Context: an optimization exercise on an open-source flow, tuned for small area, a short achievable clock period and few clock cycles per item. The choices shown serve that exercise and are no tape-out recipe. The RTL was checked by simulation tests, not by an equivalence proof against the original design.

Setup of lane 3:
==> flow/design.v <==
`timescale 1ns / 1ps
`default_nettype none
function automatic [3:0] g4mul(input [3:0] a, input [3:0] b);
    logic [6:0] p;
    begin
        p = ({7{b[0]}} & {3'b0, a}) ^ ({7{b[1]}} & {2'b0, a, 1'b0})
          ^ ({7{b[2]}} & {1'b0, a, 2'b0}) ^ ({7{b[3]}} & {a, 3'b0});
        g4mul = p[3:0] ^ {p[6:4], 1'b0} ^ {1'b0, p[6:4]};
    end
endfunction
function automatic [3:0] g4sq(input [3:0] x);
    g4sq = {x[3], x[1] ^ x[3], x[2], x[0] ^ x[2]};
endfunction
function automatic [3:0] g4sql(input [3:0] x);
    g4sql = {x[0] ^ x[1] ^ x[2], x[1] ^ x[2], x[0] ^ x[1], x[2] ^ x[3]};
endfunction
function automatic [3:0] g4inv(input [3:0] x);
    case (x)
        4'd0: g4inv = 4'd0;
        4'd1: g4inv = 4'd1;
        4'd2: g4inv = 4'd9;
        4'd3: g4inv = 4'd14;
        4'd4: g4inv = 4'd13;
        4'd5: g4inv = 4'd11;
        4'd6: g4inv = 4'd7;
        4'd7: g4inv = 4'd6;
        4'd8: g4inv = 4'd15;
        4'd9: g4inv = 4'd2;
        4'd10: g4inv = 4'd12;
        4'd11: g4inv = 4'd5;
        4'd12: g4inv = 4'd10;
        4'd13: g4inv = 4'd4;
        4'd14: g4inv = 4'd3;
        4'd15: g4inv = 4'd8;
        default: g4inv = 4'd0;
    endcase
endfunction
function automatic [7:0] cinv(input [7:0] a);
    logic [3:0] d, di;
    begin
        d = g4sql(a[7:4]) ^ g4mul(a[7:4], a[3:0]) ^ g4sq(a[3:0]);
        di = g4inv(d);
        cinv = {g4mul(a[7:4], di), g4mul(a[7:4] ^ a[3:0], di)};
    end
endfunction
function automatic [7:0] fwd_in(input [7:0] x);
    fwd_in = {
        x[5] ^ x[7],
        x[1] ^ x[4] ^ x[5] ^ x[6],
        x[2] ^ x[3] ^ x[5] ^ x[7],
        x[2] ^ x[3] ^ x[4] ^ x[6] ^ x[7],
        x[1] ^ x[3] ^ x[6] ^ x[7],
        x[1] ^ x[6] ^ x[7],
        x[2] ^ x[3] ^ x[5],
        x[0] ^ x[5]};
endfunction
function automatic [7:0] fwd_out(input [7:0] a);
    fwd_out = {
        a[1] ^ a[2] ^ a[3] ^ a[4],
        ~(a[4] ^ a[7]),
        ~(a[1] ^ a[2] ^ a[4] ^ a[5] ^ a[7]),
        a[0] ^ a[1] ^ a[2] ^ a[4] ^ a[5] ^ a[7],
        a[0] ^ a[4] ^ a[6],
        a[0] ^ a[1] ^ a[3],
        ~(a[0] ^ a[2]),
        ~(a[0] ^ a[4] ^ a[5] ^ a[7])};
endfunction
function automatic [7:0] inv_in(input [7:0] x);
    inv_in = {
        x[1] ^ x[2] ^ x[6] ^ x[7],
        x[1] ^ x[2] ^ x[3] ^ x[4] ^ x[5] ^ x[7],
        ~(x[0] ^ x[4] ^ x[5] ^ x[6]),
        ~(x[1] ^ x[2] ^ x[7]),
        x[0] ^ x[1] ^ x[2] ^ x[4],
        x[1] ^ x[4] ^ x[5],
        ~(x[0] ^ x[1] ^ x[5]),
        ~(x[4] ^ x[5])};
endfunction
function automatic [7:0] inv_out(input [7:0] a);
    inv_out = {
        a[1] ^ a[5],
        a[1] ^ a[2] ^ a[4] ^ a[6],
        a[1] ^ a[5] ^ a[7],
        a[2] ^ a[6] ^ a[7],
        a[2] ^ a[3],
        a[2] ^ a[3] ^ a[5] ^ a[7],
        a[4] ^ a[5] ^ a[6],
        a[0] ^ a[1] ^ a[5] ^ a[7]};
endfunction
function automatic [7:0] sbox(input [7:0] x);
    sbox = fwd_out(cinv(fwd_in(x)));
endfunction
function automatic [7:0] inv_sbox(input [7:0] x);
    inv_sbox = inv_out(cinv(inv_in(x)));
endfunction
function automatic [7:0] xtime(input [7:0] a);
    xtime = {a[6:0], 1'b0} ^ (8'h1b & {8{a[7]}});
endfunction
function automatic [31:0] inv_mix_col(input [7:0] a0, input [7:0] a1, input [7:0] a2, input [7:0] a3);
    logic [7:0] u, v, b0, b1, b2, b3, t;
    begin
        u = xtime(xtime(a0 ^ a2));
        v = xtime(xtime(a1 ^ a3));
        b0 = a0 ^ u;
        b1 = a1 ^ v;
        b2 = a2 ^ u;
        b3 = a3 ^ v;
        t = b0 ^ b1 ^ b2 ^ b3;
        inv_mix_col = {b0 ^ t ^ xtime(b0 ^ b1),
                       b1 ^ t ^ xtime(b1 ^ b2),
                       b2 ^ t ^ xtime(b2 ^ b3),
                       b3 ^ t ^ xtime(b3 ^ b0)};
    end
endfunction
function automatic [7:0] rcon(input [3:0] i);
    case (i)
        4'd1: rcon = 8'h01;
        4'd2: rcon = 8'h02;
        4'd3: rcon = 8'h04;
        4'd4: rcon = 8'h08;
        4'd5: rcon = 8'h10;
        4'd6: rcon = 8'h20;
        4'd7: rcon = 8'h40;
        4'd8: rcon = 8'h80;
        4'd9: rcon = 8'h1b;
        4'd10: rcon = 8'h36;
        default: rcon = 8'h00;
    endcase
endfunction
module decipher(
    input wire clk_in,
    input wire rst_in,
    input wire start,
    input wire [127:0] block_in,
    input wire [127:0] key_in,
    output logic [127:0] deciphered_block,
    output logic decipher_complete
);
    logic [127:0] state;     
    logic [127:0] key;       
    logic [3:0] idx;         
    logic busy;              
    logic back;              
    logic last;              
    logic [127:0] kb;        
    logic [7:0] rc;
    logic [127:0] knext;     
    always_comb begin
        logic [7:0] x, t;
        kb = busy ? key : key_in;
        rc = busy ? rcon(back ? idx : idx + 4'd1) : 8'h01;
        for (int r = 0; r < 4; r++) begin
            x = kb[127 - 8 * (4 * ((r + 1) % 4) + 3) -: 8];
            if (busy & back)
                x = x ^ kb[127 - 8 * (4 * ((r + 1) % 4) + 2) -: 8];
            t = sbox(x) ^ (r == 0 ? rc : 8'h00);
            if (busy & back) begin
                knext[127 - 8 * (4 * r + 3) -: 8] = kb[127 - 8 * (4 * r + 3) -: 8] ^ kb[127 - 8 * (4 * r + 2) -: 8];
                knext[127 - 8 * (4 * r + 2) -: 8] = kb[127 - 8 * (4 * r + 2) -: 8] ^ kb[127 - 8 * (4 * r + 1) -: 8];
                knext[127 - 8 * (4 * r + 1) -: 8] = kb[127 - 8 * (4 * r + 1) -: 8] ^ kb[127 - 8 * (4 * r + 0) -: 8];
                knext[127 - 8 * (4 * r + 0) -: 8] = kb[127 - 8 * (4 * r + 0) -: 8] ^ t;
            end else begin
                knext[127 - 8 * (4 * r + 0) -: 8] = kb[127 - 8 * (4 * r + 0) -: 8] ^ t;
                knext[127 - 8 * (4 * r + 1) -: 8] = kb[127 - 8 * (4 * r + 1) -: 8] ^ kb[127 - 8 * (4 * r + 0) -: 8] ^ t;
                knext[127 - 8 * (4 * r + 2) -: 8] = kb[127 - 8 * (4 * r + 2) -: 8] ^ kb[127 - 8 * (4 * r + 1) -: 8]
                                                  ^ kb[127 - 8 * (4 * r + 0) -: 8] ^ t;
                knext[127 - 8 * (4 * r + 3) -: 8] = kb[127 - 8 * (4 * r + 3) -: 8] ^ kb[127 - 8 * (4 * r + 2) -: 8]
                                                  ^ kb[127 - 8 * (4 * r + 1) -: 8] ^ kb[127 - 8 * (4 * r + 0) -: 8] ^ t;
            end
        end
    end
    logic [127:0] sub;       
    logic [127:0] mixed;
    always_comb begin
        for (int r = 0; r < 4; r++)
            for (int c = 0; c < 4; c++)
                sub[127 - 8 * (4 * r + c) -: 8] = inv_sbox(state[127 - 8 * (4 * r + (c + 4 - r) % 4) -: 8])
                                                 ^ knext[127 - 8 * (4 * r + c) -: 8];
        for (int c = 0; c < 4; c++)
            {mixed[127 - 8 * (4 * 0 + c) -: 8], mixed[127 - 8 * (4 * 1 + c) -: 8],
             mixed[127 - 8 * (4 * 2 + c) -: 8], mixed[127 - 8 * (4 * 3 + c) -: 8]} =
                inv_mix_col(sub[127 - 8 * (4 * 0 + c) -: 8], sub[127 - 8 * (4 * 1 + c) -: 8],
                            sub[127 - 8 * (4 * 2 + c) -: 8], sub[127 - 8 * (4 * 3 + c) -: 8]);
    end
    assign deciphered_block = state;
    always_ff @(posedge clk_in) begin
        key <= knext;
        if (!busy)
            state <= block_in;
        else if (back)
            state <= last ? sub : mixed;
        else if (idx == 4'd9)
            state <= state ^ knext;
        if (rst_in) begin
            busy <= 1'b0;
            decipher_complete <= 1'b0;
        end else begin
            decipher_complete <= 1'b0;
            if (!busy) begin
                if (start) begin
                    busy <= 1'b1;
                    back <= 1'b0;
                    last <= 1'b0;
                    idx <= 4'd1;
                end
            end else if (back) begin
                idx <= idx - 4'd1;
                last <= idx == 4'd2;
                if (last) begin
                    busy <= 1'b0;
                    decipher_complete <= 1'b1;
                end
            end else begin
                idx <= idx + 4'd1;
                if (idx == 4'd9)
                    back <= 1'b1;
            end
        end
    end
endmodule
`default_nettype wire
clock: 8.0 ns
lec_check: 0
cap_margin: 20
core_margin: 2
core_utilization: 40
slew_margin: 20
run.sh (not shown) runs the stock make flow with config.mk's settings and CLKGATE_MAP_FILE= SYNTH_SCRIPT=/design/flow/synth_recipe.tcl, a recipe that flattens the netlist after the stock synthesis.
The layout from lane 3, despite a flow that completed every stage, fails the layout checks, with the failing checks listed as setup timing.
Testbench counts of lane 3, summed over its fixed seeds: cycles 5,376, blocks 256.
Relative to lane 3, the following input files were edited for lane 5:
diff --git a/flow/design.v b/flow/design.v
--- a/flow/design.v
+++ b/flow/design.v
@@ -139,24 +139,24 @@
     logic [127:0] state;     
     logic [127:0] key;       
     logic [3:0] idx;         
     logic busy;              
     logic back;              
-    logic last;              
+    wire load = start & ~busy;
     logic [127:0] kb;        
     logic [7:0] rc;
     logic [127:0] knext;     
     always_comb begin
         logic [7:0] x, t;
-        kb = busy ? key : key_in;
-        rc = busy ? rcon(back ? idx : idx + 4'd1) : 8'h01;
+        kb = load ? key_in : key;
+        rc = load ? 8'h01 : rcon(back ? idx : idx + 4'd1);
         for (int r = 0; r < 4; r++) begin
             x = kb[127 - 8 * (4 * ((r + 1) % 4) + 3) -: 8];
-            if (busy & back)
+            if (back & ~load)
                 x = x ^ kb[127 - 8 * (4 * ((r + 1) % 4) + 2) -: 8];
             t = sbox(x) ^ (r == 0 ? rc : 8'h00);
-            if (busy & back) begin
+            if (back & ~load) begin
                 knext[127 - 8 * (4 * r + 3) -: 8] = kb[127 - 8 * (4 * r + 3) -: 8] ^ kb[127 - 8 * (4 * r + 2) -: 8];
                 knext[127 - 8 * (4 * r + 2) -: 8] = kb[127 - 8 * (4 * r + 2) -: 8] ^ kb[127 - 8 * (4 * r + 1) -: 8];
                 knext[127 - 8 * (4 * r + 1) -: 8] = kb[127 - 8 * (4 * r + 1) -: 8] ^ kb[127 - 8 * (4 * r + 0) -: 8];
                 knext[127 - 8 * (4 * r + 0) -: 8] = kb[127 - 8 * (4 * r + 0) -: 8] ^ t;
             end else begin
@@ -180,42 +180,40 @@
             {mixed[127 - 8 * (4 * 0 + c) -: 8], mixed[127 - 8 * (4 * 1 + c) -: 8],
              mixed[127 - 8 * (4 * 2 + c) -: 8], mixed[127 - 8 * (4 * 3 + c) -: 8]} =
                 inv_mix_col(sub[127 - 8 * (4 * 0 + c) -: 8], sub[127 - 8 * (4 * 1 + c) -: 8],
                             sub[127 - 8 * (4 * 2 + c) -: 8], sub[127 - 8 * (4 * 3 + c) -: 8]);
     end
-    assign deciphered_block = state;
+    assign deciphered_block = sub;
     always_ff @(posedge clk_in) begin
         key <= knext;
-        if (!busy)
+        if (load)
             state <= block_in;
         else if (back)
-            state <= last ? sub : mixed;
+            state <= mixed;
         else if (idx == 4'd9)
             state <= state ^ knext;
         if (rst_in) begin
             busy <= 1'b0;
             decipher_complete <= 1'b0;
         end else begin
             decipher_complete <= 1'b0;
-            if (!busy) begin
-                if (start) begin
-                    busy <= 1'b1;
-                    back <= 1'b0;
-                    last <= 1'b0;
-                    idx <= 4'd1;
+            if (load) begin
+                busy <= 1'b1;
+                back <= 1'b0;
+                idx <= 4'd1;
+            end else if (busy) begin
+                if (back) begin
+                    idx <= idx - 4'd1;
+                    if (idx == 4'd2) begin
+                        busy <= 1'b0;
+                        decipher_complete <= 1'b1;
+                    end
+                end else begin
+                    idx <= idx + 4'd1;
+                    if (idx == 4'd9)
+                        back <= 1'b1;
                 end
-            end else if (back) begin
-                idx <= idx - 4'd1;
-                last <= idx == 4'd2;
-                if (last) begin
-                    busy <= 1'b0;
-                    decipher_complete <= 1'b1;
-                end
-            end else begin
-                idx <= idx + 4'd1;
-                if (idx == 4'd9)
-                    back <= 1'b1;
             end
         end
     end
 endmodule
 `default_nettype wire
[summary]
- Lane 5 vs lane 3: clock buffer instance count of the final layout down in lane 5
- When lane 5 is set beside lane 3, its synthesized instance count turns out to be 1.6% larger.
- Finished, but not clean: lane 5, with capacitance limit, setup timing.
- Number of failing setup endpoints in the final timing report grows by more than 100% when moving from lane 3 to lane 5.
- Compared with lane 3, in lane 5 instance count on the critical path fell 7, first-iteration DRC count +about 5.5%, cell area after layout now sits lower.
- Of lane 5 and lane 3, it is lane 5 that has the higher later-pin clock latency in the skew report.
- Comparing via density per instance for lane 5 and lane 3, the smaller number came from lane 5.
- Proportion of synthesized flip-flops having asynchronous set or reset: lane 3 vs lane 5 identical
Testbench counts of lane 5, summed over its fixed seeds: cycles 5,120, blocks 256.

port drivers added, routing unchanged:
How much do the figures lean on ideal ports? The routed layouts below were timed once more, with nothing changed but the port constraints.
Step 1 sets driving cells, clkbuf_16 on the clock port and buf_2 on the other inputs (assumed; they add their load-dependent delay and slew).
Step 2, shift: input delay + t, output delay - t, t = (earliest + latest rising clock arrival at the registers) / 2. This alone moves slack from input paths to output paths.
Three values: no drivers, after step 1, after step 2; two values: the first two.
run | shift t [ns] | slack for setup (ns) | worst hold slack (ns) | worst setup path after step 2 | worst data-port slew with drivers (ns)
lane 3 | 0.679 | -0.814 / -0.786 / -1.465 | 0.667 / 0.667 / 0.667 | input to register | 0.17
lane 5 | 0.697 | -1.632 / -1.767 / -2.143 | 0.687 / 0.687 / 0.687 | input to register | 0.16
The setup slack of lane 3, which loses most, moves by +0.028 ns with the drivers and by -0.651 ns with both steps.
